Source: an optimization exercise on an open RTL-to-GDS flow (aim: small area). Production flows keep margins and buffers that such runs may drop.
At most, simulation tests tie the RTL to the original design; equivalence was not proved.
For runs 2 and 3, only the layout was checked, not whether the RTL still works.
In runs 6 and 7 the design's own scripts or RTL, not TritonCTS, make the clock network.
The clock port is modelled as an ideal driver, which makes a skipped or thinned clock tree look cheaper than it is; a real chip needs a root buffer or a tree.
Power and IR drop assume default switching activity.

$ cat design/flow/config.mk
export PLATFORM = sky130hd
export DESIGN_NAME = top_module
export DESIGN_NICKNAME = top_module
export VERILOG_FILES = /design/flow/design.v
export SDC_FILE = /design/flow/constraint.sdc
export NUM_CORES = 4
export LEC_CHECK = 0
export CAP_MARGIN = 20
export CORE_MARGIN = 2
export CORE_UTILIZATION = 40
export SLEW_MARGIN = 20
$ cat design/flow/constraint.sdc
create_clock -name core_clock -period 10.0 [get_ports {CLK100MHZ}]
set_input_delay 2.0000 -clock core_clock [delete_from_list [all_inputs] [get_ports {CLK100MHZ}]]
set_output_delay 2.0000 -clock core_clock [all_outputs]
set_load 0.01 [all_outputs]
$ cat design/flow/design.v
`timescale 1ns / 1ps
module wave_generator(
    output reg [9:0] out_wave
    , input wire reset
    , input wire clk
    );
    parameter max_tap = 10'd1023;
	parameter count_of_1sec = 10000000; 
	parameter count_limit_of_tapup = count_of_1sec/max_tap;
	reg [27:0]counter_tapup; 
    always @ (posedge clk) begin
		if(reset == 0) begin
			out_wave <= 0;
			counter_tapup <= 28'b0;
		end else begin
			if(out_wave == max_tap) begin
			end else begin
				if(counter_tapup == count_limit_of_tapup) begin
					counter_tapup <= 28'b0;
					out_wave <= out_wave + 10'b1;
				end else begin
					counter_tapup <= counter_tapup + 28'b1;
				end
			end
		end
	end
endmodule
`timescale 1ns / 1ps
module delta_sigma_modulation(
    input wire [9:0] input_sig
    , input wire reset
    , input wire clk
	, output reg out_sig
    );
    parameter max_tap = 11'd1023;
	parameter tap_threash = 511; 
	parameter clk_div = 100; 
	parameter STATE_UPDATE_Y_CURRENT = 2'd0;
	parameter STATE_UPDATE_PDM_OUT = 2'd1;
	parameter STATE_UPDATE_OUT_SIG = 2'd2;
	parameter STATE_UPDATE_OTHER = 2'd3;
	reg [27:0]counter_tapup; 
	reg signed [11:0] y_current;
	reg signed [11:0] y_previous;
	reg signed [11:0] pdm_out_current;
	reg signed [11:0] pdm_out_previous;
	reg [1:0] state;
	reg signed [11:0] input_sig_buf;
	always @ (posedge clk) begin
		if(reset == 0) begin
			input_sig_buf <= 0;
		end else begin
			input_sig_buf <= input_sig[9:0];
		end
	end
    always @ (posedge clk) begin
		if(reset == 0) begin
			out_sig <= 0;
			counter_tapup <= 28'b0;
			y_current <= 12'b0;
			y_previous <= 12'b0;
			pdm_out_current <= 12'b0;
			pdm_out_previous <= 12'b0;
			state <= STATE_UPDATE_Y_CURRENT;
		end else begin
			if(counter_tapup == clk_div) begin
				if(state == STATE_UPDATE_Y_CURRENT) begin
					y_current <= input_sig_buf  - pdm_out_previous + y_previous ;
					state <= STATE_UPDATE_PDM_OUT;
				end else if(state == STATE_UPDATE_PDM_OUT) begin
					if(y_current > tap_threash) begin
						pdm_out_current <= max_tap;
					end else begin
						pdm_out_current <= 12'b0;
					end
					state <= STATE_UPDATE_OUT_SIG;
				end else if(state == STATE_UPDATE_OUT_SIG) begin
					if(pdm_out_current == max_tap) begin
						out_sig <= 1'b1;
					end else begin
						out_sig <= 1'b0;
					end
					state <= STATE_UPDATE_OTHER;
				end else if(state == STATE_UPDATE_OTHER) begin
					y_previous <= y_current;
					pdm_out_previous <= pdm_out_current;
					counter_tapup <= 28'b0;
					state <= STATE_UPDATE_Y_CURRENT;
				end
			end else begin
				counter_tapup <= counter_tapup + 28'b1;
			end
		end
	end
endmodule
`timescale 1ns / 1ps
module top_module(
    input wire ck_rst
    , input wire CLK100MHZ
	, output wire out_sig
    );
	wire [9:0] wave_signal;
	wave_generator wave_generator(.out_wave(wave_signal)
								, .reset(ck_rst)
								, .clk(CLK100MHZ));
	delta_sigma_modulation delta_sigma_modulation(.input_sig(wave_signal)
												, .reset(ck_rst)
												, .clk(CLK100MHZ)
												, .out_sig(out_sig));		
endmodule
$ cat design/flow/run.sh
#!/bin/bash
# synth_recipe.tcl (not shown) runs the flow's synth.tcl, then flattens the netlist and writes it again
# the make line also repeats each setting of config.mk as NAME=value (left out here)
make -C /OpenROAD-flow-scripts/flow DESIGN_CONFIG=/design/flow/config.mk WORK_HOME=/design/flow/orfs CLKGATE_MAP_FILE= SYNTH_SCRIPT=/design/flow/synth_recipe.tcl finish
==> results of run 1 <==
==> registers in the layout (all words and copies together) (netlist names) <==
| name | cells |
|---|---|
| delta_sigma_modulation.state | 2 |
| delta_sigma_modulation.out_sig | 1 |
| delta_sigma_modulation.pdm_out_current | 1 |
| delta_sigma_modulation.counter_tapup | 28 |
| delta_sigma_modulation.y_current | 12 |
| delta_sigma_modulation.input_sig_buf | 10 |
| delta_sigma_modulation.pdm_out_previous | 1 |
| wave_generator.out_wave | 10 |
| wave_generator.counter_tapup | 28 |
| delta_sigma_modulation.y_previous | 12 |
==> cell families (layout without fill, tap and decap cells) <==
family	Yosys count	after routing	synth area share, %
AND/OR/NAND/NOR	287	287	27.3
adder cells (fa/ha/maj)	33	33	8.87
multiplexers	23	23	4.30
buffers and inverters	79	79	5.82
AO/OA/AOI/OAI	58	58	6.87
flip-flops	105	105	38.2
XOR/XNOR	54	54	8.60
==> stage by stage <==
stage	hold slack (ns)	setup slack, ns	total power [mW]	util (%)
final	0.454	6.13	0.785	44.6
after floorplan	0.429	7.15	0.444	-
after global routing	0.473	5.93	0.817	44.6
after CTS	0.456	6.14	0.798	44.6
after global placement	0.438	5.81	0.448	42.4
after detailed placement	0.447	5.77	0.448	42.5
==> cell type report <==
type / instances / share of cell area [%]
clock buffers: 13 / 4.20
clock inverters: 3 / 0.672
inverters: 55 / 3.46
multi-input cells: 455 / 51.6
flip-flops and latches: 105 / 35.3
well taps: 176 / 3.70
repair buffers: 8 / 1.05
==> metal layers <==
metal | track usage, % | routed length, um | vias up
li1 | - | - | 2177
met1 | 20.0 | 5120 | 2001
met2 | 26.7 | 5260 | 47
met3 | 4.65 | 353 | 8
met4 | 4.31 | 83 | 0
met5 | 0 | 0 | -
==> power by group through the flow <==
stage	combinational [mW]	sequential [mW]	clock, mW
after floorplan	0.0125	0.431	0
after global placement	0.0161	0.432	0
after detailed placement	0.0165	0.432	0
after CTS	0.0166	0.422	0.359
after global routing	0.0191	0.422	0.376
final	0.0163	0.422	0.347
==> worst max-delay path, delay by kind of cell <==
family,cells,cell delay [ns]
and+or+nand+nor,2,0.64
buffers and inverters,4,1.51
==> cell usage in the layout, fill, tap and decap left out, drive strengths merged, types with 3 or more instances in the layout <==
cell type / n
nand3b: 5
nor4: 21
mux2i: 18
o311ai: 5
clkbuf: 13
xor2: 23
and3: 9
ha: 23
xnor2: 31
or4: 4
nor2: 86
dfxtp: 105
and4: 5
a21oi: 19
mux2: 5
nor3: 24
nand2b: 4
a211oi: 3
o21ai: 9
nand3: 34
o211ai: 6
and2: 16
nand2: 44
or3: 3
nand4: 19
inv: 54
fa: 10
nor4b: 5
a21o: 4
buf: 6
clkinv: 3
==> path summary, 6_finish.rpt <==
check	from	to	depth (start not counted)
worst max register to register	delta_sigma_modulation.pdm_out_previous[8]	delta_sigma_modulation.y_current[8]	9
worst min register to register	delta_sigma_modulation.y_current[5]	delta_sigma_modulation.y_current[5]	2
worst min-delay path	delta_sigma_modulation.y_current[5]	delta_sigma_modulation.y_current[5]	2
worst max-delay path	ck_rst	delta_sigma_modulation.y_current[6]	6
==> run summary, run 1 <==
* Final worst path period share at 38.7%
* Post-synthesis instance area at 0.00550 sq mm
* Antenna cells at 0
* Max stage delay on crit path at 0.55 ns
* Worst-path clk slew at 0.07 ns
* Status: complete, no violations
* Clock Skews at 0.00726 ns
* Synth area leader: dfxtp_1
* Count of final hold-check violations at 0
* Final setup fails at 0
* Die Area at 0.0147 sq mm
* Reg area at 0.00210 sq mm
* Max_slew headroom at 44.6%
* Min Tclk post-route at 3.87 ns
* RSZ-0062 raised after global routing: false
* Register area share after synthesis at 38.2%
* Gr usage total at 15.9%
* Synth area leaders: dfxtp_1 38%, nor2_1 5.9%, ha_1 5.2%, xnor2_1 4.9%, inv_1 3.7%
* Pwr/cell area at 132 mW/mm^2
* Area Growth Syn to Fin at 8.35%
* Worst setup SP type: input port
* Setup Crit Path Kind: input port to flip-flop
* Overall routed net length at 10800 um
* Peak supply drop at 0.0905 mV
* CP Data Required Time at 10.29 ns
* Initial antenna violation count at 0
* Port bufs at 2
* Post-DR wirelength/cell at 13.3 um
* Worst R2R Setup Slack at 7.08 ns
* Clock power share at 44.2%
* Starting Density at 41.2%
* Synth async-reset ratio at 0%
* Number of vias in the routed layout at 4233
* Core Rows at 42
* Fin area at 0.00596 sq mm
* Ys flop type: dfxtp_1
* Final Max Slew Viols at 0
* Switching Fraction at 20.4%
* Worst-margin pin slew at 0.823 ns
* Routability cong. at 0.797
* Comb power frac at 2.1%
* Crit-path most repeated cell: buf_4
* Die Ht at 121 um
* Max Fclk at 0.258 GHz
* Number of DRC markers in iteration 0 at 202
* Share of the synthesized area in the top cell type at 38.2%
* DRT antenna net count at 0
* Nets at 669
* Via/cell ratio at 5.19
* Root Buffer: clkbuf_16
* Syn Nets at 674
* DP HPWL at 7520 um
* Die width at 121 um
* Power Internal at 625 uW
* CP max stage cell: or4_1
* First drt pass iteration count at 4
* Fillers at 1290
* # IOs at 3
* Final cell count without fillers at 815
* Worst Setup End Kind: flip-flop
* Share of layout cells above drive strength 1 at 5.63%
* Largest net degree at the start of global routing at 44
* Dpl cells at 799
* Area of the multi-input gates at 0.00308 sq mm
* Top-count cell post-synth: dfxtp_1
* Synth unique cells at 55
* Mean area per synthesized cell at 8.61 sq um
* Gate Count Post-Synth at 639
* Yosys Warn Count at 2
* Post-CTS setup buffers at 0
* Max clock buf depth at 2
* Crit path DAT at 4.16 ns
* Number of max-cap violations at 0
* Number of flops mapped to enable cells by yosys at 0
* Hold_buf cts at 0
* Cts repair resizes at 0
* Critical-path cell list: clkdlybuf4s50_1 > buf_4 > clkinv_1 > buf_4 > or4_1 > nand3_1
* Clock Latency Late Sink at 0.35 ns
* DP Area at 0.00567 sq mm
* H-tree depth at 3
* Critical-path maximum fanout at 43
* Grt ovf at 0
* Flop pwr share at 53.8%
* Hold WC Path Type: flip-flop to flip-flop
* Top post-synthesis cells by count: 105 x dfxtp_1, 86 x nor2_1, 54 x inv_1
* Setup TNS at 0 ns
* First-pass GRT wire length at 18900 um
* #FFs+latches synth at 105
* DRC violation count after routing at 0
* NetSw at 160 uW
* Vias in the first global route at 4073
* Static Leak at 2.15 nW
* CTS sink cnt at 105
* Core area at 0.0133 sq mm
* CTS tree: done
* Total CTS buffers at 9
==> inputs of run 2 (changes only) <==
==> design/flow/design.v (replaced) <==
`timescale 1ns / 1ps
module top_module(
    input wire ck_rst
    , input wire CLK100MHZ
	, output reg out_sig
    );
	wire rst = ~ck_rst;
	genvar i;
	reg [6:0] pt;
	wire [6:0] s = pt ^ 7'b1010101;
	wire ev = (s[5:0] == 6'b110010);    
	wire fb = s[6] ^ s[0] ^ ev;
	always @(posedge CLK100MHZ) begin
		if (rst)
			pt <= 7'b1001010 ^ 7'b1010101;
		else
			pt <= {s[5:0], fb} ^ 7'b1010101;
	end
	reg [6:0] fcnt;
	wire [7:0] fc;
	wire [6:0] fs;
	assign fc[0] = ev;
	generate for (i = 0; i < 7; i = i + 1) begin : g_f
		assign fs[i] = fcnt[i] ^ fc[i];
		assign fc[i+1] = fcnt[i] & fc[i];
	end endgenerate
	wire fwrap = fc[7];
	reg [9:0] x;
	wire sat = &x;
	wire [10:0] xc;
	wire [9:0] xs;
	assign xc[0] = fwrap & ~sat;
	generate for (i = 0; i < 10; i = i + 1) begin : g_x
		assign xs[i] = x[i] ^ xc[i];
		assign xc[i+1] = x[i] & xc[i];
	end endgenerate
	reg [9:0] acc;
	wire [10:0] ac;
	wire [9:0] as;
	wire [9:0] g = x & {10{ev}};
	assign ac[0] = out_sig & ev;
	generate for (i = 0; i < 10; i = i + 1) begin : g_a
		assign as[i] = acc[i] ^ g[i] ^ ac[i];
		assign ac[i+1] = (acc[i] & g[i]) | (acc[i] & ac[i]) | (g[i] & ac[i]);
	end endgenerate
	always @(posedge CLK100MHZ) begin
		fcnt <= (fs & ~{7{rst}}) | ({7{rst | fwrap}} & 7'd34);
		x <= xs & ~{10{rst}};
		acc <= (as & ~{10{rst}}) | {rst, 9'd0};
		out_sig <= ~rst & (ev ? ac[10] : out_sig);
	end
endmodule
==> run summary, run 2 <==
* Crit. Startpoint: pt[0]
* Via/cell ratio at 4.56
* Max stage delay on crit path at 0.52 ns
* Post-synthesis instance area at 0.00156 sq mm
* Ys flop type: dfxtp_1
* Share of layout cells above drive strength 1 at 10.5%
* Share of the synthesized area in the top cell type at 45.0%
* Worst R2R End: acc[9]
* Synth unique cells at 25
* RR Startpoint: pt[0]
* Met3 usage at 6.13%
* RSZ-0062 raised after global routing: false
* Starting Density at 42.2%
* # IOs at 3
* Top post-synthesis cells by count: 35 x dfxtp_1, 16 x ha_1, 15 x and2_1, 15 x nand2_1, 12 x nor2b_1
* Switching Fraction at 21.8%
* Hold WC Path Type: flip-flop to flip-flop
* H-tree depth at 2
* Total CTS buffers at 5
* DP Area at 0.00162 sq mm
* Comb power frac at 2.7%
* Worst R2R Setup Slack at 4.26 ns
* Setup Crit Path Kind: flip-flop to flip-flop
* DRC violation count after routing at 0
* Core Rows at 22
* Antenna cells at 0
* Largest net degree at the start of global routing at 38
* Overall power at 249 uW
* Number of flops mapped to enable cells by yosys at 0
* Post-DR wirelength/cell at 11.2 um
* Global Route met1 Usage at 15.4%
* Worst setup SP type: flip-flop
* Nets at 170
* NetSw at 54.3 uW
* Buf+Inv Stages, Crit Path at 1
* Final setup fails at 0
* Commonest cells after routing, fill and taps aside: 35 x dfxtp_1, 16 x ha_1, 15 x nand2_1, 15 x and2_1, 12 x nor2b_1
* Gate Count Post-Synth at 137
* Top delay family on crit path: adder cells
* Fin area at 0.00170 sq mm
* CP Data Required Time at 10.16 ns
* Gr usage total at 12.8%
* Synth area leader: dfxtp_1
* Yosys Warn Count at 1
* DP HPWL at 1550 um
* Hold WS at 0.416 ns
* Root Buffer: clkbuf_8
* Port bufs at 2
* Die Ht at 66.4 um
* Busiest grt layer: met2
* Crit path DAT at 5.91 ns
* Top-count cell post-synth: dfxtp_1
* Clock Latency Late Sink at 0.28 ns
* Area Growth Syn to Fin at 9.32%
* Synth area leaders: dfxtp_1 45%, fa_1 13%, ha_1 13%, and2_1 6.0%, nor2b_1 4.8%
* Critical-path maximum fanout at 13
* Overall routed net length at 2140 um
* Max_slew headroom at 61.5%
* #FFs+latches synth at 35
* DP Worst Slack at 4.22 ns
* Final worst slack at 4.26 ns
* Cts repair resizes at 0
* Clock Skews at 0.00455 ns
* Synth async-reset ratio at 0%
* Flop pwr share at 58.5%
* Register area share after synthesis at 45.0%
* CP max stage cell: nor3b_4
* Peak supply drop at 0.0855 mV
* Final worst path period share at 57.4%
* Static Leak at 0.675 nW
* Status: complete, no violations
* Pwr/cell area at 146 mW/mm^2
* Vias in the first global route at 924
* Die width at 66.4 um
* Number of vias in the routed layout at 871
* Max Fclk at 0.174 GHz
* Count of final hold-check violations at 0
* Hold_buf cts at 0
* First drt pass iteration count at 2
* Worst R2R Path Depth at 15
* DRT antenna net count at 0
* Setup TNS at 0 ns
* Final cell count without fillers at 191
* Number of max-cap violations at 0
* Number of DRC markers in iteration 0 at 65
* Crit-path most repeated cell: fa_1
* Power Internal at 195 uW
* Grt ovf at 0
* Initial antenna violation count at 0
* Worst-path clk slew at 0.07 ns
* Syn Nets at 165
* Min Tclk post-route at 5.74 ns
* Most common cell after layout, fill and taps aside: dfxtp_1
* Die Area at 0.00441 sq mm
* Dpl cells at 183
* Clock power share at 38.8%
* Mean area per synthesized cell at 11.4 sq um
* CTS tree: done
* Critical Path Stages at 15
* Routability cong. at 0.687
* Core area at 0.00369 sq mm
* Final Max Slew Viols at 0
* Final core utilization at 46.1%
* Critical-path cell list: nand4b_4 > nor3b_4 > nand2_1 > fa_1 > fa_1 > fa_1 > fa_1 > fa_1 > fa_1 > fa_1 > fa_1 > fa_1 > inv_1 > fa_1 > nand2b_1
* Largest registers: acc: 10 flops, x: 10 flops
* Met2 usage at 19.0%
* Post-CTS setup buffers at 0
* CTS sink cnt at 35
* Worst-margin pin slew at 0.576 ns
* First-pass GRT wire length at 4050 um
* Max clock buf depth at 2
* Worst Setup End Kind: flip-flop
* Critical Path End: acc[9]
==> run 2: cell types whose count changed after synthesis, sizes merged, moves of 17 or more <==
cell | previous run | this run
xnor2 | 31 | 0
dfxtp | 105 | 35
nor4 | 21 | 0
nor3 | 24 | 0
nor2 | 86 | 2
a21oi | 19 | 0
inv | 54 | 10
xor2 | 23 | 1
nand3 | 34 | 0
mux2i | 18 | 1
nand2 | 44 | 17
nand4 | 19 | 2
==> run 2: per-layer routing <==
layer	up-vias	wire, um	share of wire (%)
met5	-	0	0
met4	0	56	2.6
li1	441	-	-
met2	7	953	45
met1	418	1050	49
met3	5	77	3.6
==> run 2: kinds of logic after synthesis <==
group                    after synthesis  share of synthesized area [%]
AO/OA/AOI/OAI                          3                           1.53
buffers and inverters                 15                           4.18
adder cells (fa/ha/maj)               26                           25.7
XOR/XNOR                               1                          0.563
flip-flops                            35                           45.0
AND/OR/NAND/NOR                       56                           22.3
multiplexers                           1                          0.643
==> run 2: worst min-delay path by stage <==
stage / to / slack (ns) / cells past startpoint / start
floorplan: pt[3] / 0.39 / 1 / pt[2]
global placement: pt[2] / 0.40 / 1 / pt[1]
detailed placement: pt[5] / 0.41 / 1 / pt[4]
CTS: pt[5] / 0.42 / 1 / pt[4]
global route: pt[2] / 0.44 / 1 / pt[1]
finish: pt[5] / 0.42 / 1 / pt[4]
==> run 2: power groups by stage <==
stage          Combinational [mW]  Sequential (mW)  Clock, mW
6_report                  0.00674            0.146     0.0966
5_1_grt                   0.00766            0.146      0.110
4_1_cts                   0.00689            0.145      0.102
3_5_place_dp              0.00699            0.149          0
3_3_place_gp              0.00670            0.148          0
2_1_floorplan             0.00571            0.148          0
==> run 2: layout make-up <==
type / instances / area [sq um]
Sequential cell: 35 / 701
Tap cell: 48 / 60.1
Fill cell: 364 / 1990
Clock inverter: 2 / 12.5
Inverter: 10 / 37.5
Timing Repair Buffer: 3 / 27.5
Clock buffer: 6 / 72.6
Multi-Input combinational cell: 87 / 791
==> run 2: worst reg2reg max path, cell delays in order (launching register included) <==
cell	delay, ns
dfxtp_1	0.40
nand4b_4	0.15
nor3b_4	0.52
nand2_1	0.15
fa_1	0.41
fa_1	0.43
fa_1	0.42
fa_1	0.43
fa_1	0.43
fa_1	0.42
fa_1	0.42
fa_1	0.42
fa_1	0.40
inv_1	0.08
fa_1	0.40
nand2b_1	0.15
==> inputs of run 3 (changes only) <==
--- a/design/flow/config.mk
+++ b/design/flow/config.mk
@@ -8,4 +8,7 @@
 export CAP_MARGIN = 20
 export CORE_MARGIN = 2
 export CORE_UTILIZATION = 40
+export CTS_BUF_LIST = sky130_fd_sc_hd__clkbuf_4
+export CTS_CLUSTER_DIAMETER = 300
+export CTS_CLUSTER_SIZE = 50
 export SLEW_MARGIN = 20
==> run summary, run 3 <==
* Status: complete, no violations
* Min-delay src: pt[4]
* Flop pwr share at 63.5%
* Clock Skews at 0.00923 ns
* CP max stage cell: nor3b_4
* Final worst slack at 4.24 ns
* Comb power frac at 2.9%
* Worst-path clk slew at 0.11 ns
* RR Startpoint: pt[0]
* Critical-path maximum fanout at 13
* CP Data Required Time at 10.22 ns
* Switching Fraction at 23.3%
* # IOs at 3
* Hold WS at 0.424 ns
* Final core utilization at 45.4%
* Initial antenna violation count at 0
* Post-synthesis instance area at 0.00156 sq mm
* DP Worst Slack at 4.22 ns
* Share of layout cells above drive strength 1 at 11.2%
* Dpl cells at 183
* Fin area at 0.00167 sq mm
* Power Internal at 176 uW
* Worst R2R End: acc[9]
* Root Buffer: clkbuf_4
* NetSw at 53.2 uW
* #FFs+latches synth at 35
* First-pass GRT wire length at 4040 um
* Largest registers: acc: 10 flops, x: 10 flops
* RSZ-0062 raised after global routing: false
* Number of flops mapped to enable cells by yosys at 0
* Overall power at 229 uW
* Max Fclk at 0.174 GHz
* Hold Path End: pt[5]
* Ys flop type: dfxtp_1
* Hold_buf cts at 0
* Worst hold stages at 1
* Max clock buf depth at 2
* First drt pass iteration count at 2
* Antenna cells at 0
* Crit path DAT at 5.99 ns
* Starting Density at 42.2%
* Number of DRC markers in iteration 0 at 36
* Die Ht at 66.4 um
* CTS tree: done
* Synth area leader: dfxtp_1
* Largest net degree at the start of global routing at 38
* Vias in the first global route at 931
* Via/cell ratio at 4.58
* Clock power share at 33.5%
* Peak supply drop at 0.0764 mV
* Critical-path cell list: nand4b_4 > nor3b_4 > nand2_1 > fa_1 > fa_1 > fa_1 > fa_1 > fa_1 > fa_1 > fa_1 > fa_1 > fa_1 > inv_1 > fa_1 > nand2b_1
* Post-DR wirelength/cell at 11.2 um
* Gr usage total at 12.8%
* Crit-path most repeated cell: fa_1
* Final setup fails at 0
* DRC violation count after routing at 0
* Overall routed net length at 2140 um
* Synth area leaders: dfxtp_1 45%, fa_1 13%, ha_1 13%, and2_1 6.0%, nor2b_1 4.8%
* DP HPWL at 1550 um
* Final worst path period share at 57.6%
* Die width at 66.4 um
* Area Growth Syn to Fin at 7.56%
* Yosys Warn Count at 1
* Setup Crit Path Kind: flip-flop to flip-flop
* Top-count cell post-synth: dfxtp_1
* Register area share after synthesis at 45.0%
* Hold WC Path Type: flip-flop to flip-flop
* Final Max Slew Viols at 0
* Core Rows at 22
* Number of vias in the routed layout at 875
* Mean area per synthesized cell at 11.4 sq um
* Cts repair resizes at 0
* Min Tclk post-route at 5.76 ns
* Most common cell after layout, fill and taps aside: dfxtp_1
* Pwr/cell area at 137 mW/mm^2
* Worst R2R Setup Slack at 4.24 ns
* Post-CTS setup buffers at 0
* Static Leak at 0.665 nW
* Top post-synthesis cells by count: 35 x dfxtp_1, 16 x ha_1, 15 x and2_1, 15 x nand2_1, 12 x nor2b_1
* DP Area at 0.00162 sq mm
* Worst R2R Path Depth at 15
* Final cell count without fillers at 191
* Core area at 0.00369 sq mm
* Number of max-cap violations at 0
* Total CTS buffers at 5
* Count of final hold-check violations at 0
* Setup TNS at 0 ns
* Worst setup SP type: flip-flop
* Max_slew headroom at 61.3%
* Die Area at 0.00441 sq mm
* Commonest cells after routing, fill and taps aside: 35 x dfxtp_1, 16 x ha_1, 15 x nand2_1, 15 x and2_1, 12 x nor2b_1
* Syn Nets at 165
* Synth unique cells at 25
* Routability cong. at 0.687
* H-tree depth at 2
* CTS sink cnt at 35
* Worst-margin pin slew at 0.580 ns
* Worst Setup End Kind: flip-flop
* Share of the synthesized area in the top cell type at 45.0%
* Port bufs at 2
* Synth async-reset ratio at 0%
* DRT antenna net count at 0
* Max stage delay on crit path at 0.52 ns
* Grt ovf at 0
* Nets at 170
* Gate Count Post-Synth at 137
* Clock Latency Late Sink at 0.34 ns
run 3: cell counts after synthesis:
Identical to the previous run, type by type.
run 3: layout make-up:
class | count | area, sq um
clock inverter | 2 | 12.5
inverter | 10 | 37.5
clock buffer | 6 | 45.0
tap | 48 | 60.1
fill | 363 | 2010
multi-input combinational | 87 | 791
sequential | 35 | 701
timing repair buffer | 3 | 27.5
run 3: worst max path at each step:
stage,startpoint,endpoint,cells after the start
final,pt[0],acc[9],15
after global routing,pt[0],acc[9],15
after CTS,pt[0],acc[9],15
after detailed placement,pt[0],acc[9],15
after global placement,pt[0],acc[9],15
after floorplan,pt[0],acc[9],16
run 3: power groups by stage:
stage                     Sequential (mW)  Combinational [mW]  Clock (mW)
after global placement              0.148             0.00670           0
after CTS                           0.145             0.00689      0.0797
final                               0.145             0.00675      0.0767
after detailed placement            0.149             0.00699           0
after floorplan                     0.148             0.00571           0
after global routing                0.146             0.00767      0.0885
run 3: cells by family after synthesis:
logic type | after synthesis | synth area share (%)
xor gates and xnor gates | 1 | 0.563
AOI/OAI and AO/OA | 3 | 1.53
DFF | 35 | 45.0
adders and majority gates | 26 | 25.7
and+or+nand+nor | 56 | 22.3
muxes | 1 | 0.643
buffers and inverters | 15 | 4.18
run 3: metal layers:
metal  vias to the layer above  routed length (um)  share of wire (%)  track usage, %
met3                         7                  66                3.1            4.09
li1                        441                   -                  -               -
met5                         -                   0                  0               0
met4                         0                  68                3.2            9.18
met1                       419                1050                 49            15.4
met2                         8                 954                 45            19.0
run 3: critical path, delay by kind of cell (launching register included):
| kind | cells | cell delay, ns |
|---|---|---|
| adder cells (fa/ha/maj) | 10 | 4.18 |
| AND/OR/NAND/NOR | 4 | 0.96 |
| flip-flops | 1 | 0.41 |
| buffers and inverters | 1 | 0.08 |
==> inputs of run 4 (changes only) <==
==> design/flow/design.v (replaced) <==
`timescale 1ns / 1ps
module top_module(
    input wire ck_rst
    , input wire CLK100MHZ
	, output reg out_sig
    );
	reg [6:0] pos;    
	reg [6:0] fcnt;   
	reg [9:0] x;      
	reg [9:0] acc;    
	wire rst = ~ck_rst;
	wire [7:0] pc;
	wire [6:0] ps;
	assign pc[0] = 1'b1;
	genvar i;
	generate for (i = 0; i < 7; i = i + 1) begin : g_pos
		assign ps[i] = pos[i] ^ pc[i];
		assign pc[i+1] = pos[i] & pc[i];
	end endgenerate
	wire ev = pc[7];
	wire [7:0] fc;
	wire [6:0] fs;
	assign fc[0] = ev;
	generate for (i = 0; i < 7; i = i + 1) begin : g_f
		assign fs[i] = fcnt[i] ^ fc[i];
		assign fc[i+1] = fcnt[i] & fc[i];
	end endgenerate
	wire fwrap = fc[7];
	wire sat = &x;
	wire [10:0] xc;
	wire [9:0] xs;
	assign xc[0] = fwrap & ~sat;
	generate for (i = 0; i < 10; i = i + 1) begin : g_x
		assign xs[i] = x[i] ^ xc[i];
		assign xc[i+1] = x[i] & xc[i];
	end endgenerate
	wire [10:0] ac;
	wire [9:0] as;
	wire [9:0] g = x & {10{ev}};
	assign ac[0] = out_sig & ev;
	generate for (i = 0; i < 10; i = i + 1) begin : g_a
		assign as[i] = acc[i] ^ g[i] ^ ac[i];
		assign ac[i+1] = (acc[i] & g[i]) | (acc[i] & ac[i]) | (g[i] & ac[i]);
	end endgenerate
	always @(posedge CLK100MHZ) begin
		pos <= (ps & ~{7{rst}}) | ({7{rst | ev}} & 7'd24) | {6'd0, rst};
		fcnt <= (fs & ~{7{rst}}) | ({7{rst | fwrap}} & 7'd34);
		x <= xs & ~{10{rst}};
		acc <= (as & ~{10{rst}}) | {rst, 9'd0};
		out_sig <= ~rst & (ev ? ac[10] : out_sig);
	end
endmodule
--- a/design/flow/config.mk
+++ b/design/flow/config.mk
@@ -8,7 +8,4 @@
 export CAP_MARGIN = 20
 export CORE_MARGIN = 2
 export CORE_UTILIZATION = 40
-export CTS_BUF_LIST = sky130_fd_sc_hd__clkbuf_4
-export CTS_CLUSTER_DIAMETER = 300
-export CTS_CLUSTER_SIZE = 50
 export SLEW_MARGIN = 20
==> run summary, run 4 <==
* Commonest cells after routing, fill and taps aside: 35 x dfxtp_1, 22 x ha_1, 20 x and2_1
* Area Growth Syn to Fin at 12.4%
* Initial antenna violation count at 0
* Pwr/cell area at 170 mW/mm^2
* #FFs+latches synth at 35
* Yosys Warn Count at 1
* Flop pwr share at 48.0%
* RR Startpoint: pos[0]
* Fin area at 0.00174 sq mm
* Overall routed net length at 2040 um
* DRC violation count after routing at 0
* Final worst path period share at 63.3%
* Synth unique cells at 15
* Crit. Startpoint: pos[0]
* CP Data Required Time at 10.18 ns
* Peak supply drop at 0.0695 mV
* Largest net degree at the start of global routing at 36
* Worst setup SP type: flip-flop
* Overall power at 296 uW
* Vias in the first global route at 974
* RSZ-0062 raised after global routing: false
* Syn Nets at 167
* Number of DRC markers in iteration 0 at 23
* Min-delay src: pos[0]
* Hold WC Path Type: flip-flop to flip-flop
* Starting Density at 42.0%
* Root Buffer: clkbuf_8
* Core Rows at 22
* Antenna cells at 0
* Comb power frac at 1.7%
* Post-synthesis instance area at 0.00155 sq mm
* Share of the synthesized area in the top cell type at 45.2%
* Synth area leaders: dfxtp_1 45%, ha_1 18%, fa_1 13%, and2_1 8.1%, nor2b_1 4.0%
* Final cell count without fillers at 187
* First drt pass iteration count at 3
* DP Area at 0.00161 sq mm
* Gate Count Post-Synth at 133
* Ys flop type: dfxtp_1
* Die Area at 0.00439 sq mm
* Number of max-cap violations at 0
* Gr usage total at 12.4%
* Max clock buf depth at 2
* Clock Skews at 0.00968 ns
* Status: complete, no violations
* Routability cong. at 0.707
* DP HPWL at 1520 um
* Nets at 172
* Worst-margin pin slew at 0.838 ns
* DRT antenna net count at 0
* Most common cell after layout, fill and taps aside: dfxtp_1
* Mean area per synthesized cell at 11.6 sq um
* Share of layout cells above drive strength 1 at 5.04%
* Clock Latency Late Sink at 0.29 ns
* Die Ht at 66.2 um
* NetSw at 52.0 uW
* Die width at 66.2 um
* CTS tree: done
* Top-count cell post-synth: dfxtp_1
* First-pass GRT wire length at 4000 um
* Final setup fails at 0
* # IOs at 3
* Setup Crit Path Kind: flip-flop to flip-flop
* Count of final hold-check violations at 0
* Synth area leader: dfxtp_1
* Post-CTS setup buffers at 0
* Dpl cells at 179
* Via/cell ratio at 4.50
* Post-DR wirelength/cell at 10.9 um
* Switching Fraction at 17.6%
* Crit path DAT at 6.51 ns
* Max_slew headroom at 44.0%
* Fillers at 354
* Min Tclk post-route at 6.33 ns
* Synth async-reset ratio at 0%
* H-tree depth at 2
* Worst-path clk slew at 0.07 ns
* Worst Setup End Kind: flip-flop
* Final Max Slew Viols at 0
* Power Internal at 244 uW
* Core area at 0.00369 sq mm
* Largest registers: acc: 10 flops, x: 10 flops
* Number of vias in the routed layout at 841
* Number of flops mapped to enable cells by yosys at 0
* Port bufs at 2
* Register area share after synthesis at 45.2%
* Top post-synthesis cells by count: 35 x dfxtp_1, 22 x ha_1, 20 x and2_1
* Clock power share at 50.3%
* CTS sink cnt at 35
* Hold WS at 0.404 ns
* Hold_buf cts at 0
* Cts repair resizes at 0
* Grt ovf at 0
* Static Leak at 0.719 nW
* Max Fclk at 0.158 GHz
* Critical-path maximum fanout at 15
* Setup TNS at 0 ns
* Total CTS buffers at 5
[run 4: cell count changes after synthesis, sizes merged, moves of 2 or more]
cell,delta
nor2,-2
nand4b,-2
nand2,-5
ha,+6
and2,+4
or3b,+2
nor2b,-2
[run 4: cell families after synthesis]
logic type | Yosys count | share of synthesized area [%]
AOI/OAI and AO/OA | 1 | 0.566
xor gates and xnor gates | 1 | 0.566
adders and majority gates | 32 | 30.7
buffers and inverters | 14 | 3.72
DFF | 35 | 45.2
muxes | 1 | 0.646
and+or+nand+nor | 49 | 18.6
[run 4: worst paths after layout]
path / slack (ns) / to / cells after the start
max: 3.67 / acc[9] / 19
min: 0.40 / pos[0] / 1
max reg2reg: 3.67 / acc[9] / 19
min reg2reg: 0.40 / pos[0] / 1
[run 4: worst max-delay path, cell delays in order (launching register included)]
cell     delay (ns)
dfxtp_1        0.34
ha_1           0.15
ha_1           0.14
ha_1           0.14
ha_1           0.14
ha_1           0.14
ha_1           0.47
nand2_1        0.15
fa_1           0.43
fa_1           0.44
fa_1           0.42
fa_1           0.42
fa_1           0.42
fa_1           0.44
fa_1           0.43
fa_1           0.44
fa_1           0.40
inv_1          0.08
fa_1           0.40
or2b_1         0.23
[run 4: power by group through the flow]
stage / registers (mW) / clock network (mW) / logic [mW]
2_1_floorplan: 0.145 / 0 / 0.00410
3_3_place_gp: 0.145 / 0 / 0.00510
3_5_place_dp: 0.145 / 0 / 0.00539
4_1_cts: 0.142 / 0.154 / 0.00539
5_1_grt: 0.142 / 0.159 / 0.00627
6_report: 0.142 / 0.149 / 0.00510
[run 4: cell type report]
cell class | count | area [sq um] | area share (%)
inverters | 10 | 37.5 | 2.16
multi-input cells | 84 | 791 | 45.4
repair buffers | 2 | 20.0 | 1.15
clock inverters | 2 | 60.1 | 3.45
clock buffers | 6 | 72.6 | 4.17
flip-flops and latches | 35 | 701 | 40.2
well taps | 48 | 60.1 | 3.45
[run 4: metrics by stage]
stage	utilization, %	worst slack [ns]
5_1_grt	47.2	3.28
4_1_cts	47.2	3.56
6_report	47.2	3.67
2_1_floorplan	-	4.02
3_5_place_dp	43.6	3.61
3_3_place_gp	43.6	3.70
[run 4: routing by layer]
layer  wire length [um]  track usage [%]  vias to the layer above
met2                922             19.8                        7
met1                977             14.1                      398
met3                 81             4.60                        6
met4                 56             7.65                        0
li1                   -                -                      430
met5                  0                0                        -
==> inputs of run 5 (changes only) <==
==> design/flow/design.v (replaced) <==
`timescale 1ns / 1ps
module top_module(
    input wire ck_rst
    , input wire CLK100MHZ
	, output reg out_sig
    );
	wire rst = ~ck_rst;
	genvar i;
	reg [6:0] pt;
	wire [6:0] s = pt ^ 7'b0101010;
	wire ev = s[0] & ~s[3] & s[4] & s[5] & s[6];
	wire fb = s[6] ^ (~s[1] | s[2]);
	always @(posedge CLK100MHZ) begin
		if (rst)
			pt <= 7'b1111111;
		else
			pt <= {s[5:0], fb} ^ 7'b0101010;
	end
	reg [6:0] fcnt;
	wire [7:0] fc;
	wire [6:0] fs;
	assign fc[0] = ev;
	generate for (i = 0; i < 7; i = i + 1) begin : g_f
		assign fs[i] = fcnt[i] ^ fc[i];
		assign fc[i+1] = fcnt[i] & fc[i];
	end endgenerate
	wire fwrap = fc[7];
	reg [9:0] x;
	wire sat = &x;
	wire [10:0] xc;
	wire [9:0] xs;
	assign xc[0] = fwrap & ~sat;
	generate for (i = 0; i < 10; i = i + 1) begin : g_x
		assign xs[i] = x[i] ^ xc[i];
		assign xc[i+1] = x[i] & xc[i];
	end endgenerate
	reg [9:0] nacc;
	wire [10:0] nc;               
	wire [9:0] ns;                
	wire [9:0] ng = ~(x & {10{ev}});
	assign nc[0] = ~(out_sig & ev);
	generate for (i = 0; i < 10; i = i + 1) begin : g_a
		assign ns[i] = nacc[i] ^ ng[i] ^ nc[i];
		assign nc[i+1] = (nacc[i] & ng[i]) | (nacc[i] & nc[i]) | (ng[i] & nc[i]);
	end endgenerate
	always @(posedge CLK100MHZ) begin
		fcnt <= (fs & ~{7{rst}}) | ({7{rst | fwrap}} & 7'd34);
		x <= xs & ~{10{rst}};
		nacc <= (ns | {10{rst}}) & ~{rst, 9'd0};
		out_sig <= ~rst & (ev ? ~nc[10] : out_sig);
	end
endmodule
==> run summary, run 5 <==
* Yosys Warn Count at 1
* CP Data Required Time at 10.17 ns
* Min Tclk post-route at 4.70 ns
* Top-count cell post-synth: dfxtp_1
* Buf+Inv Stages, Crit Path at 2
* Largest net degree at the start of global routing at 37
* Number of vias in the routed layout at 828
* DP Area at 0.00154 sq mm
* Die Ht at 64.9 um
* Top post-synthesis cells by count: 35 x dfxtp_1, 23 x and2_1, 20 x nand2_1
* Gate Count Post-Synth at 132
* Die Area at 0.00422 sq mm
* Static Leak at 0.814 nW
* CTS tree: done
* Clock Skews at 0.00161 ns
* Peak supply drop at 0.0412 mV
* Mean area per synthesized cell at 11.3 sq um
* Starting Density at 41.2%
* Final worst slack at 5.30 ns
* Share of layout cells above drive strength 1 at 6.57%
* Final Max Slew Viols at 0
* DP HPWL at 1470 um
* Die width at 64.9 um
* Synth area leader: dfxtp_1
* Ys flop type: dfxtp_1
* Nets at 164
* Area Growth Syn to Fin at 9.01%
* Critical-path maximum fanout at 13
* Count of final hold-check violations at 0
* Max_slew headroom at 29.1%
* DRT antenna net count at 0
* Clock Latency Late Sink at 0.28 ns
* RSZ-0062 raised after global routing: false
* Post-DR wirelength/cell at 11.1 um
* DP Worst Slack at 5.28 ns
* Number of flops mapped to enable cells by yosys at 0
* Crit path DAT at 4.88 ns
* Worst-margin pin slew at 1.06 ns
* Pwr/cell area at 151 mW/mm^2
* Synth unique cells at 17
* First drt pass iteration count at 2
* Synth async-reset ratio at 0%
* Register area share after synthesis at 47.2%
* Hold WC Path Type: flip-flop to flip-flop
* Core Rows at 22
* Port bufs at 2
* Gr usage total at 12.5%
* Final setup fails at 0
* Top delay family on crit path: adder cells
* Total CTS buffers at 5
* Worst setup SP type: flip-flop
* Worst-path clk slew at 0.07 ns
* Worst Setup End Kind: flip-flop
* # IOs at 3
* Grt ovf at 0
* CP max stage cell: fa_1
* Post-synthesis instance area at 0.00149 sq mm
* Number of max-cap violations at 0
* Initial antenna violation count at 0
* Commonest cells after routing, fill and taps aside: 35 x dfxtp_1, 23 x and2_1, 20 x nand2_1
* H-tree depth at 2
* Syn Nets at 160
* DRC violation count after routing at 0
* Max Fclk at 0.213 GHz
* Hold_buf cts at 0
* Setup TNS at 0 ns
* Cts repair resizes at 0
* Root Buffer: clkbuf_8
* Status: complete, no violations
* Crit-path most repeated cell: fa_1
* Routability cong. at 0.727
* Share of the synthesized area in the top cell type at 47.2%
* Overall routed net length at 2050 um
* First-pass GRT wire length at 3780 um
* Largest registers: nacc: 10 flops, x: 10 flops
* Critical-path cell list: nand4_1 > nor2_2 > nand2_1 > fa_1 > fa_1 > inv_1 > fa_1 > fa_1 > fa_1 > fa_1 > fa_1 > fa_1 > fa_1 > inv_1 > fa_1 > and2_1
* Max clock buf depth at 2
* CTS sink cnt at 35
* Vias in the first global route at 859
* #FFs+latches synth at 35
* Via/cell ratio at 4.48
* Antenna cells at 0
* Final worst path period share at 47.0%
* Post-CTS setup buffers at 0
* Core area at 0.00361 sq mm
* Max stage delay on crit path at 0.43 ns
* Fin area at 0.00162 sq mm
* Most common cell after layout, fill and taps aside: dfxtp_1
* Synth area leaders: dfxtp_1 47%, fa_1 13%, ha_1 13%, and2_1 9.7%, nand2_1 5.1%
* Number of DRC markers in iteration 0 at 35
* Setup Crit Path Kind: flip-flop to flip-flop
[run 5: cell types whose count changed after synthesis, moves of 2 or more]
cell and change:
buf_2 +2, nand2b_1 +3, nor2b_1 -10, clkbuf_2 -3
ha_1 -6, and2_1 +3, nand2_1 +8, or3b_1 -2
[run 5: final timing paths]
check | cells past startpoint | startpoint | end | slack (ns)
hold / removal | 1 | pt[3] | pt[4] | 0.39
hold reg to reg | 1 | pt[3] | pt[4] | 0.39
setup reg to reg | 16 | pt[6] | nacc[9] | 5.30
setup / recovery | 16 | pt[6] | nacc[9] | 5.30
[run 5: layout make-up]
class | instances | area, sq um
Tap cell | 48 | 60.1
Fill cell | 349 | 1990
Clock buffer | 5 | 68.8
Multi-Input combinational cell | 83 | 721
Sequential cell | 35 | 701
Clock inverter | 3 | 15.0
Inverter | 9 | 33.8
Timing Repair Buffer | 2 | 20.0
[run 5: stage by stage]
step	util, %	std cells	total power [mW]	hold slack (ns)
2_1_floorplan	-	132	0.151	0.358
3_3_place_gp	42.6	177	0.151	0.367
3_5_place_dp	42.6	177	0.151	0.379
4_1_cts	44.9	185	0.248	0.395
5_1_grt	44.9	185	0.253	0.406
6_report	44.9	185	0.244	0.389
[run 5: kinds of logic (layout without fill, tap and decap cells)]
| logic type | after synthesis | count (layout) | share of synthesized area (%) |
|---|---|---|---|
| flip-flops | 35 | 35 | 47.2 |
| buffers and inverters | 14 | 19 | 4.30 |
| adder cells (fa/ha/maj) | 26 | 26 | 27.0 |
| AO/OA/AOI/OAI | 1 | 1 | 0.590 |
| multiplexers | 1 | 1 | 0.674 |
| XOR/XNOR | 2 | 2 | 1.18 |
| AND/OR/NAND/NOR | 53 | 53 | 19.1 |
[run 5: layer usage]
metal	vias to the layer above	global-route usage, %	wire length [um]
met4	0	11.2	89
li1	418	-	-
met5	-	0	0
met1	393	13.7	927
met3	7	2.60	47
met2	10	20.1	990
[run 5: where the power goes]
part	switching (mW)	total [mW]	internal, mW
clock	0.0481	0.0957	0.0475
sequential	0.00129	0.143	0.142
combinational	0.00329	0.00500	0.00171
total	0.0527	0.244	0.191
==> inputs of run 6 (changes only) <==
==> design/flow/flow/run.sh (new file) <==
#!/bin/bash
# The standard ORFS layout (standard.sh), with two changes:
#  - the port buffers are sky130_fd_sc_hd__buf_1 (BUFFER_PORTS_ARGS);
#  - the clock reaches the registers through one clock buffer placed at their
#    centre (flow/cts_hook.tcl, run as ORFS's PRE_CTS_TCL hook), instead of
#    TritonCTS's tree of five buffers and dummy loads.
# The full output of the ORFS make run is in standard_flow.log; ORFS's own
# per-step logs are under orfs/logs/.
set -euo pipefail
cd "$(dirname "$0")/.."
here=$(pwd)
export BUFFER_PORTS_ARGS="-buffer_cell sky130_fd_sc_hd__buf_1"
export PRE_CTS_TCL="$here/flow/cts_hook.tcl"
bash standard.sh > "$here/standard_flow.log" 2>&1
==> design/flow/flow/cts_hook.tcl (new file) <==
set ::clkbuf_cell sky130_fd_sc_hd__clkbuf_8
set ::clkbuf_count 2
if { [info exists ::env(CLKBUF_CELL)] } { set ::clkbuf_cell $::env(CLKBUF_CELL) }
if { [info exists ::env(CLKBUF_COUNT)] } { set ::clkbuf_count $::env(CLKBUF_COUNT) }
rename clock_tree_synthesis triton_clock_tree_synthesis
proc clock_tree_synthesis { args } {
  set db [ord::get_db]
  set block [ord::get_db_block]
  set src [lindex [get_property [lindex [all_clocks] 0] sources] 0]
  set port_net [[$block findBTerm [get_full_name $src]] getNet]
  set master [$db findMaster $::clkbuf_cell]
  set k $::clkbuf_count
  # sink centres, sorted by x
  set pts {}
  foreach it [$port_net getITerms] {
    set bb [[$it getInst] getBBox]
    lappend pts [list [expr { ([$bb xMin] + [$bb xMax]) / 2 }] [expr { ([$bb yMin] + [$bb yMax]) / 2 }] $it]
  }
  set pts [lsort -integer -index 0 $pts]
  set n [llength $pts]
  # initial centres: k equal slices along x
  set cen {}
  for { set g 0 } { $g < $k } { incr g } {
    set lo [expr { $g * $n / $k }]
    set hi [expr { ($g + 1) * $n / $k - 1 }]
    set sx 0.0
    set sy 0.0
    for { set i $lo } { $i <= $hi } { incr i } {
      set sx [expr { $sx + [lindex $pts $i 0] }]
      set sy [expr { $sy + [lindex $pts $i 1] }]
    }
    set m [expr { $hi - $lo + 1 }]
    lappend cen [list [expr { $sx / $m }] [expr { $sy / $m }]]
  }
  # k-means, with each group capped at ceil(n / k) registers so that the
  # buffers share the load evenly
  set cap [expr { ($n + $k - 1) / $k }]
  for { set iter 0 } { $iter < 20 } { incr iter } {
    # assign: all (point, group) pairs by distance, greedily, under the cap
    set pairs {}
    for { set i 0 } { $i < $n } { incr i } {
      for { set g 0 } { $g < $k } { incr g } {
        set dx [expr { [lindex $pts $i 0] - [lindex $cen $g 0] }]
        set dy [expr { [lindex $pts $i 1] - [lindex $cen $g 1] }]
        lappend pairs [list [expr { abs($dx) + abs($dy) }] $i $g]
      }
    }
    set pairs [lsort -real -index 0 $pairs]
    set grp [lrepeat $n -1]
    set cnt [lrepeat $k 0]
    foreach p $pairs {
      lassign $p d i g
      if { [lindex $grp $i] >= 0 || [lindex $cnt $g] >= $cap } { continue }
      lset grp $i $g
      lset cnt $g [expr { [lindex $cnt $g] + 1 }]
    }
    set cen {}
    for { set g 0 } { $g < $k } { incr g } {
      set sx 0.0
      set sy 0.0
      set m 0
      for { set i 0 } { $i < $n } { incr i } {
        if { [lindex $grp $i] == $g } {
          set sx [expr { $sx + [lindex $pts $i 0] }]
          set sy [expr { $sy + [lindex $pts $i 1] }]
          incr m
        }
      }
      lappend cen [list [expr { $sx / $m }] [expr { $sy / $m }]]
    }
  }
  for { set g 0 } { $g < $k } { incr g } {
    set buf [odb::dbInst_create $block $master clkbuf_leaf_$g]
    set net [odb::dbNet_create $block clknet_leaf_$g]
    $net setSigType CLOCK
    set m 0
    for { set i 0 } { $i < $n } { incr i } {
      if { [lindex $grp $i] == $g } {
        set it [lindex $pts $i 2]
        $it disconnect
        $it connect $net
        incr m
      }
    }
    [$buf findITerm A] connect $port_net
    [$buf findITerm X] connect $net
    $buf setOrigin [expr { int([lindex $cen $g 0]) }] [expr { int([lindex $cen $g 1]) }]
    $buf setPlacementStatus PLACED
    puts "clock buffer clkbuf_leaf_$g ($::clkbuf_cell) drives $m clock pins"
  }
}
==> design/flow/standard.sh (new file) <==
#!/bin/bash
# synth_recipe.tcl (not shown) runs the flow's synth.tcl, then flattens the netlist and writes it again
# the make line also repeats each setting of config.mk as NAME=value (left out here)
make -C /OpenROAD-flow-scripts/flow DESIGN_CONFIG=/design/flow/config.mk WORK_HOME=/design/flow/orfs CLKGATE_MAP_FILE= SYNTH_SCRIPT=/design/flow/synth_recipe.tcl "${@:-finish}"
removed: design/flow/run.sh
==> run summary, run 6 <==
* Cts repair resizes at 0
* Initial antenna violation count at 0
* Largest registers: nacc: 10 flops, x: 10 flops
* DRT antenna net count at 0
* Worst Setup End Kind: flip-flop
* Most common cell after layout, fill and taps aside: dfxtp_1
* Synth unique cells at 17
* Clock Latency Late Sink at 0.16 ns
* Static Leak at 0.780 nW
* Number of max-cap violations at 0
* CP max stage cell: fa_1
* Gate Count Post-Synth at 132
* Post-DR wirelength/cell at 10.4 um
* First-pass GRT wire length at 3560 um
* Number of flops mapped to enable cells by yosys at 0
* Nets at 162
* Die width at 64.9 um
* Setup TNS at 0 ns
* Mean area per synthesized cell at 11.3 sq um
* Final setup fails at 0
* Number of vias in the routed layout at 810
* Final cell count without fillers at 180
* RSZ-0062 raised after global routing: false
* Synth async-reset ratio at 0%
* Commonest cells after routing, fill and taps aside: 35 x dfxtp_1, 23 x and2_1, 20 x nand2_1
* Top-count cell post-synth: dfxtp_1
* Port bufs at 2
* #FFs+latches synth at 35
* Critical-path maximum fanout at 13
* Hold WS at 0.390 ns
* Ys flop type: dfxtp_1
* DRC violation count after routing at 0
* Count of final hold-check violations at 0
* Grt ovf at 0
* Share of the synthesized area in the top cell type at 47.2%
* Die Ht at 64.9 um
* Final Max Slew Viols at 0
* Worst-margin pin slew at 0.441 ns
* Yosys Warn Count at 1
* Buf+Inv Stages, Crit Path at 2
* DP Area at 0.00153 sq mm
* Min Tclk post-route at 4.66 ns
* Number of DRC markers in iteration 0 at 31
* Register area share after synthesis at 47.2%
* Fin area at 0.00156 sq mm
* Die Area at 0.00422 sq mm
* Area Growth Syn to Fin at 4.89%
* Synth area leader: dfxtp_1
* Pwr/cell area at 128 mW/mm^2
* Final worst path period share at 46.6%
* Final worst slack at 5.34 ns
* Post-synthesis instance area at 0.00149 sq mm
* Largest net degree at the start of global routing at 37
* Max stage delay on crit path at 0.43 ns
* Hold WC Path Type: flip-flop to flip-flop
* Top post-synthesis cells by count: 35 x dfxtp_1, 23 x and2_1, 20 x nand2_1
* Via/cell ratio at 4.50
* Overall power at 200 uW
* Share of layout cells above drive strength 1 at 3.03%
* Status: complete, no violations
* Antenna cells at 0
* Syn Nets at 160
* Routability cong. at 0.672
* DP HPWL at 1470 um
* Crit-path most repeated cell: fa_1
* Clock Skews at 0.0110 ns
* First drt pass iteration count at 2
* Core area at 0.00361 sq mm
* Gr usage total at 10.2%
* Hold_buf cts at 0
* Critical-path cell list: nand4_1 > nor2_2 > nand2_1 > fa_1 > fa_1 > inv_1 > fa_1 > fa_1 > fa_1 > fa_1 > fa_1 > fa_1 > fa_1 > inv_1 > fa_1 > and2_1
* Crit path DAT at 4.71 ns
* Synth area leaders: dfxtp_1 47%, fa_1 13%, ha_1 13%, and2_1 9.7%, nand2_1 5.1%
* # IOs at 3
* CP Data Required Time at 10.06 ns
* Max Fclk at 0.215 GHz
* Final core utilization at 43.2%
* Max_slew headroom at 70.6%
* Worst R2R Setup Slack at 5.34 ns
* Post-CTS setup buffers at 0
* Setup Crit Path Kind: flip-flop to flip-flop
* Peak supply drop at 0.0582 mV
* Starting Density at 41.2%
* DP Worst Slack at 5.31 ns
* Overall routed net length at 1880 um
* Top delay family on crit path: adder cells
* Core Rows at 22
* Dpl cells at 178
* Worst-path clk slew at 0.10 ns
* Vias in the first global route at 812
* Worst setup SP type: flip-flop
## run 6: cell counts after synthesis
Identical to the previous run, type by type.
## run 6: layout make-up
type	instances	area, sq um
sequential	35	701
buffer	2	27.5
fill	348	2050
inverter	9	33.8
multi-input combinational	83	721
tap	48	60.1
timing repair buffer	3	15.0
## run 6: cells by family (layout without fill, tap and decap cells)
family	count (synthesis)	in the layout	synth area share [%]
AND/OR/NAND/NOR	53	53	19.1
XOR/XNOR	2	2	1.18
adder cells (fa/ha/maj)	26	26	27.0
multiplexers	1	1	0.674
flip-flops	35	35	47.2
AO/OA/AOI/OAI	1	1	0.590
buffers and inverters	14	14	4.30
## run 6: per-layer routing
layer  up-vias  GRT usage, %  share of wire (%)
met5         -             0                  0
met3         2         0.694                1.9
li1        412             -                  -
met1       392          13.1                 46
met4         0         0.798               0.96
met2         4          19.2                 51
## run 6: power by group
| part | leakage [nW] | total [mW] | switching (mW) | internal, mW |
|---|---|---|---|---|
| clock | 0.0144 | 0.0518 | 0.0332 | 0.0186 |
| combinational | 0.481 | 0.00490 | 0.00325 | 0.00165 |
| sequential | 0.285 | 0.143 | 0.00124 | 0.142 |
## run 6: path summary, 6_finish.rpt
path                             from  endpoint  depth (start not counted)
worst max-delay path            pt[6]   nacc[9]                         16
worst min-delay path            pt[0]     pt[1]                          1
worst max register to register  pt[6]   nacc[9]                         16
worst min register to register  pt[0]     pt[1]                          1
==> inputs of run 7 (changes only) <==
==> design/flow/design.v (replaced) <==
`timescale 1ns / 1ps
module top_module(
    input wire ck_rst
    , input wire CLK100MHZ
	, output reg out_sig
    );
	wire rst = ~ck_rst;
	reg [3:0] ph;
	reg phf;
	always @(*) begin
		case (ph[3:1])
			3'b000, 3'b001, 3'b011, 3'b110: phf = 1'b1;
			default: phf = 1'b0;
		endcase
	end
	wire ph9 = (ph == 4'b0101);
	wire ph11 = (ph == 4'b0100);
	wire ph12 = (ph == 4'b1000);
	reg [12:0] ra;
	reg [12:0] rx;
	reg k;                                         
	reg c;                                         
	reg pass;                                      
	reg fresh;                                     
	wire kc = rx[0] & k;
	wire xn = rx[0] ^ k;                           
	wire tick = ph11 & kc & rx[1];                 
	wire rot_c = ph12 & kc;                        
	reg [6:0] fcnt;
	wire [7:0] fc;
	wire [6:0] fs;
	assign fc[0] = rot_c;
	genvar i;
	generate for (i = 0; i < 7; i = i + 1) begin : g_f
		assign fs[i] = fcnt[i] ^ fc[i];
		assign fc[i+1] = fcnt[i] & fc[i];
	end endgenerate
	wire fwrap = fc[7];
	wire sat = &rx[10:1];                          
	wire fa = fresh ? ph9 : ra[0];
	wire fb = fresh ? 1'b0 : xn;
	wire fcin = fresh ? 1'b0 : c;
	wire s = fa ^ fb ^ fcin;
	wire co = (fa & fb) | (fa & fcin) | (fb & fcin);
	always @(posedge CLK100MHZ) begin
		if (rst) begin
			ph <= 4'b0000;
			fcnt <= 7'd34;
			rx[12:10] <= 3'd0;
			pass <= 1'b1;
			fresh <= 1'b1;
			out_sig <= 1'b0;
		end else begin
			ph <= {ph[2:0], phf};
			fcnt <= fwrap ? 7'd34 : fs;
			rx[12:10] <= {(pass & fresh) ? 1'b0 : xn, rx[12:11]};
			pass <= rot_c | (pass & ~ph9);
			fresh <= fresh & ~rot_c;
			if (tick) out_sig <= c;
		end
		ra <= {pass ? s : ra[0], ra[12:1]};
		rx[9:0] <= rx[10:1];
		k <= ph9 | (kc & (~ph12 | (fwrap & ~sat)));
		if (pass) c <= co;
	end
endmodule
==> run summary, run 7 <==
* Status: complete, no violations
* Commonest cells after routing, fill and taps aside: 41 x dfxtp_1, 10 x and2_1, 8 x ha_1
* Core area at 0.00300 sq mm
* Post-Synth Simple-Gate Area at 16.6%
* Number of max-cap violations at 0
* Max stage delay on crit path at 0.39 ns
* Number of flops mapped to enable cells by yosys at 1
* Hold WC Path Type: flip-flop to flip-flop
* Top post-synthesis cells by count: 41 x dfxtp_1, 10 x and2_1, 8 x ha_1
* Largest net degree at the start of global routing at 22
* Worst Setup End Kind: flip-flop
* Yosys Warn Count at 1
* Antenna cells at 0
* Static Leak at 0.541 nW
* DP HPWL at 1150 um
* RSZ-0062 raised after global routing: false
* Setup Crit Path Kind: input port to flip-flop
* Die Ht at 59.8 um
* Final Max Slew Viols at 0
* Cts repair resizes at 0
* Grt ovf at 0
* Share of the synthesized area in the top cell type at 66.0%
* First drt pass iteration count at 3
* Max Fclk at 0.369 GHz
* Gr usage total at 9.95%
* #FFs+latches synth at 42
* Initial antenna violation count at 0
* Die width at 59.8 um
* Final cell count without fillers at 132
* Share of layout cells above drive strength 1 at 5.05%
* DP Area at 0.00129 sq mm
* Clock Latency Late Sink at 0.17 ns
* Setup TNS at 0 ns
* Gate Count Post-Synth at 96
* Top-count cell post-synth: dfxtp_1
* Dpl cells at 130
* Post-DR wirelength/cell at 11.7 um
* CP max stage cell: nor2b_1
* Most common cell after layout, fill and taps aside: dfxtp_1
* # IOs at 3
* Final worst path period share at 27.1%
* Die Area at 0.00357 sq mm
* First-pass GRT wire length at 2830 um
* Worst-margin pin slew at 0.370 ns
* Critical-path maximum fanout at 11
* Fin area at 0.00132 sq mm
* Hold Path End: ra[8]
* DRT antenna net count at 0
* Syn Nets at 107
* Final setup fails at 0
* Ys flop type: dfxtp_1
* Min Tclk post-route at 2.71 ns
* Main combinational cell family by area after synthesis: simple AND/OR/NAND/NOR gates
* Starting Density at 41.4%
* Register area share after synthesis at 68.4%
* Post-CTS setup buffers at 0
* Nets at 112
* Vias in the first global route at 632
* Number of vias in the routed layout at 617
* RR Startpoint: rx[0]
* Largest registers: ra: 13 flops, rx: 13 flops, fcnt: 7 flops
* Number of DRC markers in iteration 0 at 10
* Worst R2R Path Depth at 12
* Worst-path clk slew at 0.11 ns
* Core Rows at 20
* Compound-Gate Fraction of Synth Area at 3.42%
* Worst hold stages at 0
* Synth async-reset ratio at 0%
* Port bufs at 2
* Synth unique cells at 26
* DRC violation count after routing at 0
* Post-Synth Adder-Cell Area at 9.66%
* Via/cell ratio at 4.67
* Crit path DAT at 2.83 ns
* Worst setup SP type: input port
* Critical-path cell list: buf_1 > nor2b_1 > and2_1
* CP Data Required Time at 10.12 ns
* Worst R2R End: fcnt[6]
* Peak supply drop at 0.102 mV
* Pwr/cell area at 177 mW/mm^2
* Synth area leaders: dfxtp_1 66%, ha_1 8.0%, and2_1 5.0%, edfxtp_1 2.4%, fa_1 1.6%
* Hold WS at 0.338 ns
* Worst R2R Setup Slack at 7.36 ns
* Mean area per synthesized cell at 13.0 sq um
* Multiplexer area fraction after synthesis at 0%
* Area Growth Syn to Fin at 5.83%
* Min-delay src: ra[9]
* Post-synthesis instance area at 0.00124 sq mm
* Final core utilization at 43.8%
* Synth Area in XOR/XNOR at 0.704%
* Routability cong. at 0.696
* Synth area leader: dfxtp_1
* Max_slew headroom at 75.3%
* Count of final hold-check violations at 0
* Overall routed net length at 1550 um
* Hold_buf cts at 0
* Clock Skews at 0.00552 ns
==> run 7: cell types whose count changed after synthesis, sizes merged, moves of 2 or more <==
cell	delta
a21oi	+3
xor2	-2
buf	-4
nand2	-15
nand3b	+2
inv	-6
dfxtp	+6
fa	-9
and2	-12
o21ai	+4
ha	-8
==> run 7: final cells by class <==
type	count	area, sq um
multi-input cells	50	378
fillers	304	1690
flip-flops and latches	42	851
well taps	33	41.3
repair buffers	2	7.51
inverters	3	11.3
plain buffers	2	27.5
==> run 7: layer usage <==
| metal | wire [um] | GRT usage (%) |
|---|---|---|
| met1 | 794 | 14.1 |
| met2 | 694 | 16.8 |
| met3 | 44 | 1.30 |
| met4 | 16 | 0.952 |
| met5 | 0 | 0 |
==> run 7: power breakdown <==
part | switching, mW | total [mW] | internal, mW
logic | 0.00155 | 0.00315 | 0.00160
clock network | 0.0377 | 0.0565 | 0.0187
registers | 0.00181 | 0.173 | 0.172
total | 0.0411 | 0.233 | 0.192
==> run 7: how the worst max path moves through the flow <==
| stage | start | depth (start not counted) | end |
|---|---|---|---|
| floorplan | ck_rst | 2 | fcnt[0] |
| global placement | ck_rst | 3 | fcnt[2] |
| detailed placement | ck_rst | 3 | fcnt[3] |
| CTS | ck_rst | 3 | fcnt[3] |
| global route | ck_rst | 3 | fcnt[6] |
| finish | ck_rst | 3 | fcnt[6] |
==> run 7: stage by stage <==
stage	power, mW	setup slack (ns)
finish	0.233	7.29
global route	0.243	7.13
CTS	0.224	7.06
detailed placement	0.180	7.07
global placement	0.180	7.12
floorplan	0.179	7.55
==> run 7: kinds of logic (layout without fill, tap and decap cells) <==
kind of cell / after synthesis / after routing
AO/OA/AOI/OAI: 8 / 8
XOR/XNOR: 1 / 1
adder cells (fa/ha/maj): 9 / 9
buffers and inverters: 4 / 7
flip-flops: 42 / 42
AND/OR/NAND/NOR: 32 / 32
==> run 7: critical path: cells and delay by family <==
| kind | cells | cell delay, ns |
|---|---|---|
| AND/OR/NAND/NOR | 2 | 0.57 |
| buffers and inverters | 1 | 0.26 |

-- what the ideal ports hide --
In the flow no input, the clock included, has a driving cell. The finished layouts below were timed again as built, in two steps. Step 1 (the two cells are an assumption about what drives the block):
set clk [get_ports {CLK100MHZ}]
set_driving_cell -lib_cell sky130_fd_sc_hd__clkbuf_16 $clk
set_driving_cell -lib_cell sky130_fd_sc_hd__buf_2 [delete_from_list [all_inputs] $clk]
Step 2, shift: input delay + t, output delay - t, t = (earliest + latest rising clock arrival at the registers) / 2. This alone moves slack from input paths to output paths. a / b / c = no drivers / after step 1 / after step 2; a / b = the first two.
run	t, ns	setup WS [ns]	worst setup path at the end	worst slew at a driven data input, ns
run 1	0.381	6.130 / 6.144 / 5.763	input to register	0.03
run 2	0.305	4.256 / 4.256 / 4.256	register to register	0.03
run 3	0.359	4.237 / 4.237 / 4.237	register to register	0.03
run 4	0.309	3.667 / 3.667 / 3.667	register to register	0.03
run 5	0.309	5.295 / 5.295 / 5.295	register to register	0.03
run 6	0.189	5.344 / 5.344 / 5.344	register to register	0.03
run 7	0.196	7.287 / 7.296 / 7.100	input to register	0.03
After both steps every run listed still meets setup and hold. For run 1, which loses most, drivers alone change the setup slack by +0.014 ns; drivers and shift together by -0.367 ns.
